Background: an optimization exercise with open tools, aiming at small area, a short achievable clock period and few clock cycles. Do not read the settings as production practice.
Where RTL was checked, it was by simulation tests only, not by an equivalence proof against the original.

## fundamental_milestone
module fundamental_milestone (
		input logic Clock_50,
		input logic Resetn,
		input logic m1_enable,
		input logic [15:0] SRAM_read_data,
		output logic [15:0] SRAM_write_data,
		output logic SRAM_we_n,
		output logic [17:0] SRAM_address,
		output logic m1_disable
		);
Size: about 55 I/O pins, ~24000 um2 of cells after synthesis.
==> flow/config.mk <==
export PLATFORM = sky130hd
export DESIGN_NAME = fundamental_milestone
export DESIGN_NICKNAME = fundamental_milestone
export VERILOG_FILES = /design/flow/design.v
export SDC_FILE = /design/flow/constraint.sdc
export NUM_CORES = 4
export LEC_CHECK = 0
export CAP_MARGIN = 20
export CORE_MARGIN = 2
export CORE_UTILIZATION = 40
export CTS_CLUSTER_DIAMETER = 50
export CTS_CLUSTER_SIZE = 24
export PLACE_DENSITY = 0.6
export SLEW_MARGIN = 20
export SYNTH_HIERARCHICAL = 1
export SYNTH_MINIMUM_KEEP_SIZE = 0
export SETUP_SLACK_MARGIN = 11.8
==> flow/constraint.sdc <==
create_clock -name core_clock -period 16.0 [get_ports {Clock_50}]
set_input_delay 3.2000 -clock core_clock [delete_from_list [all_inputs] [get_ports {Clock_50}]]
set_output_delay 3.2000 -clock core_clock [all_outputs]
set_load 0.01 [all_outputs]
standard.sh (not shown) runs the stock make flow with config.mk's settings and CLKGATE_MAP_FILE= SYNTH_SCRIPT=/design/flow/synth_recipe.tcl, a recipe that flattens the netlist after the stock synthesis.
==> flow/flow/run.sh <==
#!/bin/bash
set -euo pipefail
cat >> config.mk <<'EOC'
export SETUP_SLACK_MARGIN = 11.8
EOC
bash standard.sh > standard.log 2>&1
Next try:
--- a/flow/config.mk
+++ b/flow/config.mk
@@ -11,2 +10,0 @@
-export CTS_CLUSTER_DIAMETER = 50
-export CTS_CLUSTER_SIZE = 24
=>
- worst setup slack improved by 8.1 ps
- via count increases slightly
- clock-buffer cell count increases by 8
- sequential share of layout area hardly moves
- cell area hardly moves
- critical path depth stays the same
No functional check of the RTL was part of any run of this note.

---

== main ==
Another version of the RTL of fundamental_milestone (not shown whole).
For scale: ~1,900 cells after synthesis, about 360 flip-flops, ~55 I/O pins.
==> flow/config.mk <==
export PLATFORM = sky130hd
export DESIGN_NAME = fundamental_milestone
export DESIGN_NICKNAME = fundamental_milestone
export VERILOG_FILES = /design/flow/design.v
export SDC_FILE = /design/flow/constraint.sdc
export NUM_CORES = 4
export LEC_CHECK = 0
export CAP_MARGIN = 20
export CORE_MARGIN = 2
export CORE_UTILIZATION = 40
export CTS_CLUSTER_DIAMETER = 70
export CTS_CLUSTER_SIZE = 36
export PLACE_DENSITY = 0.6
export SLEW_MARGIN = 20
export SYNTH_HIERARCHICAL = 1
export SYNTH_MINIMUM_KEEP_SIZE = 0
export SETUP_SLACK_MARGIN = 12.0
==> flow/constraint.sdc <==
create_clock -name core_clock -period 16.0 [get_ports {Clock_50}]
set_input_delay 3.2000 -clock core_clock [delete_from_list [all_inputs] [get_ports {Clock_50}]]
set_output_delay 3.2000 -clock core_clock [all_outputs]
set_load 0.01 [all_outputs]
==> flow/flow/run.sh <==
#!/bin/bash
set -euo pipefail
cat >> config.mk <<'EOC'
export SETUP_SLACK_MARGIN = 12.0
EOC
bash standard.sh > standard.log 2>&1
main reached the end of the flow, and the finished layout is clean on the timing, DRC and antenna checks.
Testbench counts of main, summed over its fixed seeds: cycles 1,536,200.
## Diff of input files: the feature branch against main
- changing SETUP_SLACK_MARGIN from 12.0 to 11.6
==> flow/flow/run.sh <==
#!/bin/bash
set -euo pipefail
cat >> config.mk <<'EOC'
export SETUP_SLACK_MARGIN = 11.6
EOC
bash standard.sh > standard.log 2>&1
Findings:
- main has lower ratio of final minimum period to clock period than the feature branch.
- [the feature branch] initial antenna violation count rose 1 relative to main
- Relative to main, proportion of cell area spent on the clock network has gone down in the feature branch.
- The feature branch vs main on global-route met3 utilization: the feature branch is the lower one.
- In the reports for the feature branch and main, the larger global-route usage belongs to main.
- The feature branch ends up with lower post-CTS setup buffer count than main does.
- main → the feature branch: first-iteration DRC count saw an increase, per-cell routed wire length saw a decrease, multi-input combinational area share saw an increase.

---

Setup of tundra:
fundamental_milestone, a different RTL version from the one above (not shown whole).
For scale: roughly 2200 cells after synthesis, roughly 390 flip-flops, ~55 I/O pins, about 25000 sq um of cells after synthesis.
==> flow/config.mk <==
export PLATFORM = sky130hd
export DESIGN_NAME = fundamental_milestone
export DESIGN_NICKNAME = fundamental_milestone
export VERILOG_FILES = /design/flow/design.v
export SDC_FILE = /design/flow/constraint.sdc
export NUM_CORES = 4
export LEC_CHECK = 0
export CAP_MARGIN = 20
export CORE_MARGIN = 2
export CORE_UTILIZATION = 40
export PLACE_DENSITY = 0.6
export SLEW_MARGIN = 20
export SYNTH_HIERARCHICAL = 1
export SYNTH_MINIMUM_KEEP_SIZE = 0
export SETUP_SLACK_MARGIN = 11.8
==> flow/constraint.sdc <==
create_clock -name core_clock -period 16.0 [get_ports {Clock_50}]
set_input_delay 3.2000 -clock core_clock [delete_from_list [all_inputs] [get_ports {Clock_50}]]
set_output_delay 3.2000 -clock core_clock [all_outputs]
set_load 0.01 [all_outputs]
==> flow/flow/run.sh <==
#!/bin/bash
set -euo pipefail
cat >> config.mk <<'EOC'
export SETUP_SLACK_MARGIN = 11.8
EOC
bash standard.sh > standard.log 2>&1
Testbench counts of tundra, summed over its fixed seeds: cycles 1,536,200.
Edits applied to the flow inputs when going from tundra to violet:
# tundra
export LEC_CHECK = 0
export CAP_MARGIN = 20
export CORE_MARGIN = 2
export CORE_UTILIZATION = 40
export PLACE_DENSITY = 0.6
export SLEW_MARGIN = 20
export SYNTH_HIERARCHICAL = 1
export SYNTH_MINIMUM_KEEP_SIZE = 0
export SETUP_SLACK_MARGIN = 11.8
create_clock -name core_clock -period 16.0 [get_ports {Clock_50}]
# violet
export LEC_CHECK = 0
export CAP_MARGIN = 20
export CORE_MARGIN = 2
export CORE_UTILIZATION = 40
export CTS_BUF_LIST = sky130_fd_sc_hd__clkbuf_4
export CTS_CLUSTER_SIZE = 30
export PLACE_DENSITY = 0.6
export SLEW_MARGIN = 20
export SYNTH_HIERARCHICAL = 1
export SYNTH_MINIMUM_KEEP_SIZE = 0
create_clock -name core_clock -period 16.0 [get_ports {Clock_50}]
==> flow/run.sh (new file) <==
#!/bin/bash
# synth_recipe.tcl (not shown) runs the flow's synth.tcl, then flattens the netlist and writes it again
# the make line also repeats each setting of config.mk as NAME=value (left out here)
make -C /OpenROAD-flow-scripts/flow DESIGN_CONFIG=/design/flow/config.mk WORK_HOME=/design/flow/orfs CLKGATE_MAP_FILE= SYNTH_SCRIPT=/design/flow/synth_recipe.tcl finish
removed: flow/flow/run.sh
removed: flow/standard.sh
--- outcome ---
Final routed wire length divided by cell count in violet is 2.4% lower than in tundra. Between tundra and violet, the flow reports count of clock-buffer cells in the layout increasing by more than 100%. [compare] base=tundra new=violet: standard cell area after detailed placement comparable. As far as number of sequential cells in the layout goes, tundra and violet are indistinguishable; the numbers are identical. Against tundra, the final cell area of violet is lower. The run showing the smaller first-pass GRT wire length is tundra. Final critical delay including setup and external delays was higher in violet than in tundra. In the tables for tundra and violet, area share of buffers outside the clock network reads lower with violet.
Input-level comparison between indigo and violet:
# violet
export LEC_CHECK = 0
export CAP_MARGIN = 20
export CORE_MARGIN = 2
export CORE_UTILIZATION = 40
export CTS_BUF_LIST = sky130_fd_sc_hd__clkbuf_4
export CTS_CLUSTER_SIZE = 30
export PLACE_DENSITY = 0.6
export SLEW_MARGIN = 20
export SYNTH_HIERARCHICAL = 1
export SYNTH_MINIMUM_KEEP_SIZE = 0
create_clock -name core_clock -period 16.0 [get_ports {Clock_50}]
# indigo
export LEC_CHECK = 0
export CAP_MARGIN = 20
export CORE_MARGIN = 2
export CORE_UTILIZATION = 40
export PLACE_DENSITY = 0.6
export SLEW_MARGIN = 20
export SYNTH_HIERARCHICAL = 1
export SYNTH_MINIMUM_KEEP_SIZE = 0
create_clock -name core_clock -period 16.0 [get_ports {Clock_50}]
Notes after the runs:
- [compare] base=violet new=indigo: fill cell instance count of the final layout went down 90, number of buffers and inverters on the critical path went down 1, area of the die held.
- Of violet and indigo, the lower final instance area belongs to violet.
- Run comparison: indigo critical path startpoint p1[7]$_DFF_P_; violet critical path startpoint SRAM_we_n$_DFF_PN1_
- Routed length on met1 in indigo vs violet: up about 1.7%
- violet ended up with reg -> out as its critical path class; indigo ended up with reg -> reg.
- Summary of indigo over violet: mux contribution to synthesized area held steady; hold slack grew by 8.9 ps; final critical-path setup slack grew by 160 ps; final cell count shrank by 3.4%.
- Reported for violet and indigo, sequential cell count turned out identical to the last digit.

---

oak:
fundamental_milestone, a different RTL version from the one above (not shown whole).
For scale: about 360 flip-flops, ~0.023 mm2 of cells after synthesis.
Settings: LEC_CHECK=0, CAP_MARGIN=20, CORE_MARGIN=2, CORE_UTILIZATION=40, CTS_CLUSTER_DIAMETER=70, CTS_CLUSTER_SIZE=36, PLACE_DENSITY=0.5, SLEW_MARGIN=20, SYNTH_HIERARCHICAL=1, SYNTH_MINIMUM_KEEP_SIZE=0, SETUP_SLACK_MARGIN=11.8; clock period 16.0 ns.
==> flow/flow/run.sh <==
#!/bin/bash
set -euo pipefail
cat >> config.mk <<'EOC'
export SETUP_SLACK_MARGIN = 11.8
EOC
bash standard.sh > standard.log 2>&1
The flow did not stop early for oak: all stages ran, and the layout cleared the timing, DRC and antenna checks.
Testbench counts of oak, summed over its fixed seeds: cycles 1,536,200.
#### Input delta (pine over oak)
# oak
export LEC_CHECK = 0
export CAP_MARGIN = 20
export CORE_MARGIN = 2
export CORE_UTILIZATION = 40
export CTS_CLUSTER_DIAMETER = 70
export CTS_CLUSTER_SIZE = 36
export PLACE_DENSITY = 0.5
export SLEW_MARGIN = 20
export SYNTH_HIERARCHICAL = 1
export SYNTH_MINIMUM_KEEP_SIZE = 0
export SETUP_SLACK_MARGIN = 11.8
create_clock -name core_clock -period 16.0 [get_ports {Clock_50}]
# pine
export LEC_CHECK = 0
export CAP_MARGIN = 20
export CORE_MARGIN = 2
export CORE_UTILIZATION = 40
export CTS_CLUSTER_DIAMETER = 70
export CTS_CLUSTER_SIZE = 36
export PLACE_DENSITY = 0.6
export SLEW_MARGIN = 20
export SYNTH_HIERARCHICAL = 1
export SYNTH_MINIMUM_KEEP_SIZE = 0
export SETUP_SLACK_MARGIN = 11.95
create_clock -name core_clock -period 16.0 [get_ports {Clock_50}]
==> flow/flow/run.sh <==
#!/bin/bash
set -euo pipefail
cat >> config.mk <<'EOC'
export SETUP_SLACK_MARGIN = 11.95
EOC
bash standard.sh > standard.log 2>&1
--- outcome ---
pine gives more routability congestion estimate than oak did.
Delta (pine minus oak): area occupied by multi-input gates +0.97%, core utilization +0.77 points, met3 usage in global routing -0.28 points.
From oak to pine the numbers moved as follows: shortest period the worst path allows increased by 0.015 ns relative to the old numbers.
Input-level comparison between birch and pine:
# pine
export LEC_CHECK = 0
export CAP_MARGIN = 20
export CORE_MARGIN = 2
export CORE_UTILIZATION = 40
export CTS_CLUSTER_DIAMETER = 70
export CTS_CLUSTER_SIZE = 36
export PLACE_DENSITY = 0.6
export SLEW_MARGIN = 20
export SYNTH_HIERARCHICAL = 1
export SYNTH_MINIMUM_KEEP_SIZE = 0
export SETUP_SLACK_MARGIN = 11.95
create_clock -name core_clock -period 16.0 [get_ports {Clock_50}]
# birch
export LEC_CHECK = 0
export CAP_MARGIN = 20
export CORE_MARGIN = 2
export CORE_UTILIZATION = 40
export CTS_CLUSTER_DIAMETER = 80
export CTS_CLUSTER_SIZE = 40
export PLACE_DENSITY = 0.6
export SLEW_MARGIN = 20
export SYNTH_HIERARCHICAL = 1
export SYNTH_MINIMUM_KEEP_SIZE = 0
export SETUP_SLACK_MARGIN = 11.8
create_clock -name core_clock -period 16.0 [get_ports {Clock_50}]
==> flow/flow/run.sh <==
#!/bin/bash
set -euo pipefail
cat >> config.mk <<'EOC'
export SETUP_SLACK_MARGIN = 11.8
EOC
bash standard.sh > standard.log 2>&1
### Flow results
- Post-route cell area, birch vs pine: down by a few percent
- Diff pine..birch | post-detailed-placement cell area | negligible
- Going from pine to birch, core utilization down 0.98 points; wire length on met3 rose about 24%.
- birch: post-synthesis to final-layout area growth is 2.4 points lower than what pine reported.
- Worst-case hold slack: pine and birch compared, lower one is pine
- Against pine, birch reports a routed wire length that is higher.
- birch vs. pine: area of the multi-input gates went down by 0.57%.
### birch -> maple
# birch
export LEC_CHECK = 0
export CAP_MARGIN = 20
export CORE_MARGIN = 2
export CORE_UTILIZATION = 40
export CTS_CLUSTER_DIAMETER = 80
export CTS_CLUSTER_SIZE = 40
export PLACE_DENSITY = 0.6
export SLEW_MARGIN = 20
export SYNTH_HIERARCHICAL = 1
export SYNTH_MINIMUM_KEEP_SIZE = 0
export SETUP_SLACK_MARGIN = 11.8
create_clock -name core_clock -period 16.0 [get_ports {Clock_50}]
# maple
export LEC_CHECK = 0
export CAP_MARGIN = 20
export CORE_MARGIN = 2
export CORE_UTILIZATION = 40
export CTS_CLUSTER_DIAMETER = 70
export CTS_CLUSTER_SIZE = 36
export PLACE_DENSITY = 0.6
export SLEW_MARGIN = 20
export SYNTH_HIERARCHICAL = 1
export SYNTH_MINIMUM_KEEP_SIZE = 0
export SETUP_SLACK_MARGIN = 11.8
create_clock -name core_clock -period 16.0 [get_ports {Clock_50}]
==> run summary <==
Headroom to the max-slew limit is higher on maple. Diff birch -> maple: number of buffers inserted during clock tree synthesis +about 16%; global-route usage held steady. When maple is measured against birch, its layout clock buffer count turns out 4 higher. Diff birch and maple: maximum frequency lower in birch. On cell area, birch tracks maple almost exactly. Delta (maple minus birch): number of nets in the finished design about even; final worst hold slack lost 0.0054 ns. Cmp maple vs birch: setup skew after layout higher in maple.
Modified inputs, cedar compared to maple
# maple
export LEC_CHECK = 0
export CAP_MARGIN = 20
export CORE_MARGIN = 2
export CORE_UTILIZATION = 40
export CTS_CLUSTER_DIAMETER = 70
export CTS_CLUSTER_SIZE = 36
export PLACE_DENSITY = 0.6
export SLEW_MARGIN = 20
export SYNTH_HIERARCHICAL = 1
export SYNTH_MINIMUM_KEEP_SIZE = 0
export SETUP_SLACK_MARGIN = 11.8
create_clock -name core_clock -period 16.0 [get_ports {Clock_50}]
# cedar
export LEC_CHECK = 0
export CAP_MARGIN = 20
export CORE_MARGIN = 2
export CORE_UTILIZATION = 50
export CTS_CLUSTER_DIAMETER = 70
export CTS_CLUSTER_SIZE = 36
export PLACE_DENSITY = 0.65
export SLEW_MARGIN = 20
export SYNTH_HIERARCHICAL = 1
export SYNTH_MINIMUM_KEEP_SIZE = 0
export SETUP_SLACK_MARGIN = 11.8
create_clock -name core_clock -period 16.0 [get_ports {Clock_50}]
Notes after the runs:
Diff maple -> cedar | share of the core filled with cells | increase of 11 points. Area: cedar vs maple -> cedar smaller. cedar vs maple on die footprint: cedar is the lower one.

## re-timing with driven ports
Ports are ideal in the flow. The routed layouts listed here were re-timed in OpenROAD.
Step 1 sets driving cells, clkbuf_16 on the clock port and buf_2 on the other inputs (assumed; they add their load-dependent delay and slew).
Step 2 also shifts input and output timing later by t, the mid clock arrival at the registers, as if the neighbouring blocks saw the same clock.
Slacks: no drivers / after step 1 / after step 2; pairs: no drivers / after step 1.
| run | t, ns | setup slack, ns | worst hold slack (ns) |
|---|---|---|---|
| the first run of note 1 | 0.620 | 11.576 / 11.516 / 11.429 | 0.406 / 0.406 / 0.406 |
| the second run of note 1 | 0.634 | 11.584 / 11.522 / 11.431 | 0.417 / 0.417 / 0.417 |
| main | 0.652 | 11.569 / 11.514 / 11.609 | 0.454 / 0.454 / 0.454 |
| the feature branch | 0.633 | 11.525 / 11.525 / 11.525 | 0.450 / 0.450 / 0.450 |
| tundra | 0.643 | 11.548 / 11.494 / 11.410 | 0.424 / 0.424 / 0.424 |
| violet | 0.901 | 10.872 / 10.814 / 10.986 | 0.421 / 0.421 / 0.421 |
| indigo | 0.636 | 11.030 / 11.030 / 11.030 | 0.430 / 0.430 / 0.430 |
| oak | 0.647 | 11.683 / 11.623 / 11.815 | 0.457 / 0.457 / 0.457 |
| pine | 0.661 | 11.669 / 11.604 / 11.751 | 0.448 / 0.448 / 0.448 |
| birch | 0.637 | 11.700 / 11.640 / 11.745 | 0.452 / 0.452 / 0.452 |
| maple | 0.643 | 11.728 / 11.667 / 11.737 | 0.447 / 0.447 / 0.447 |
| cedar | 0.623 | 11.705 / 11.650 / 11.743 | 0.452 / 0.452 / 0.452 |
After both steps every run listed still meets setup and hold. The setup slack of the second run of note 1, which loses most, moves by -0.062 ns with the drivers and by -0.153 ns with both steps.
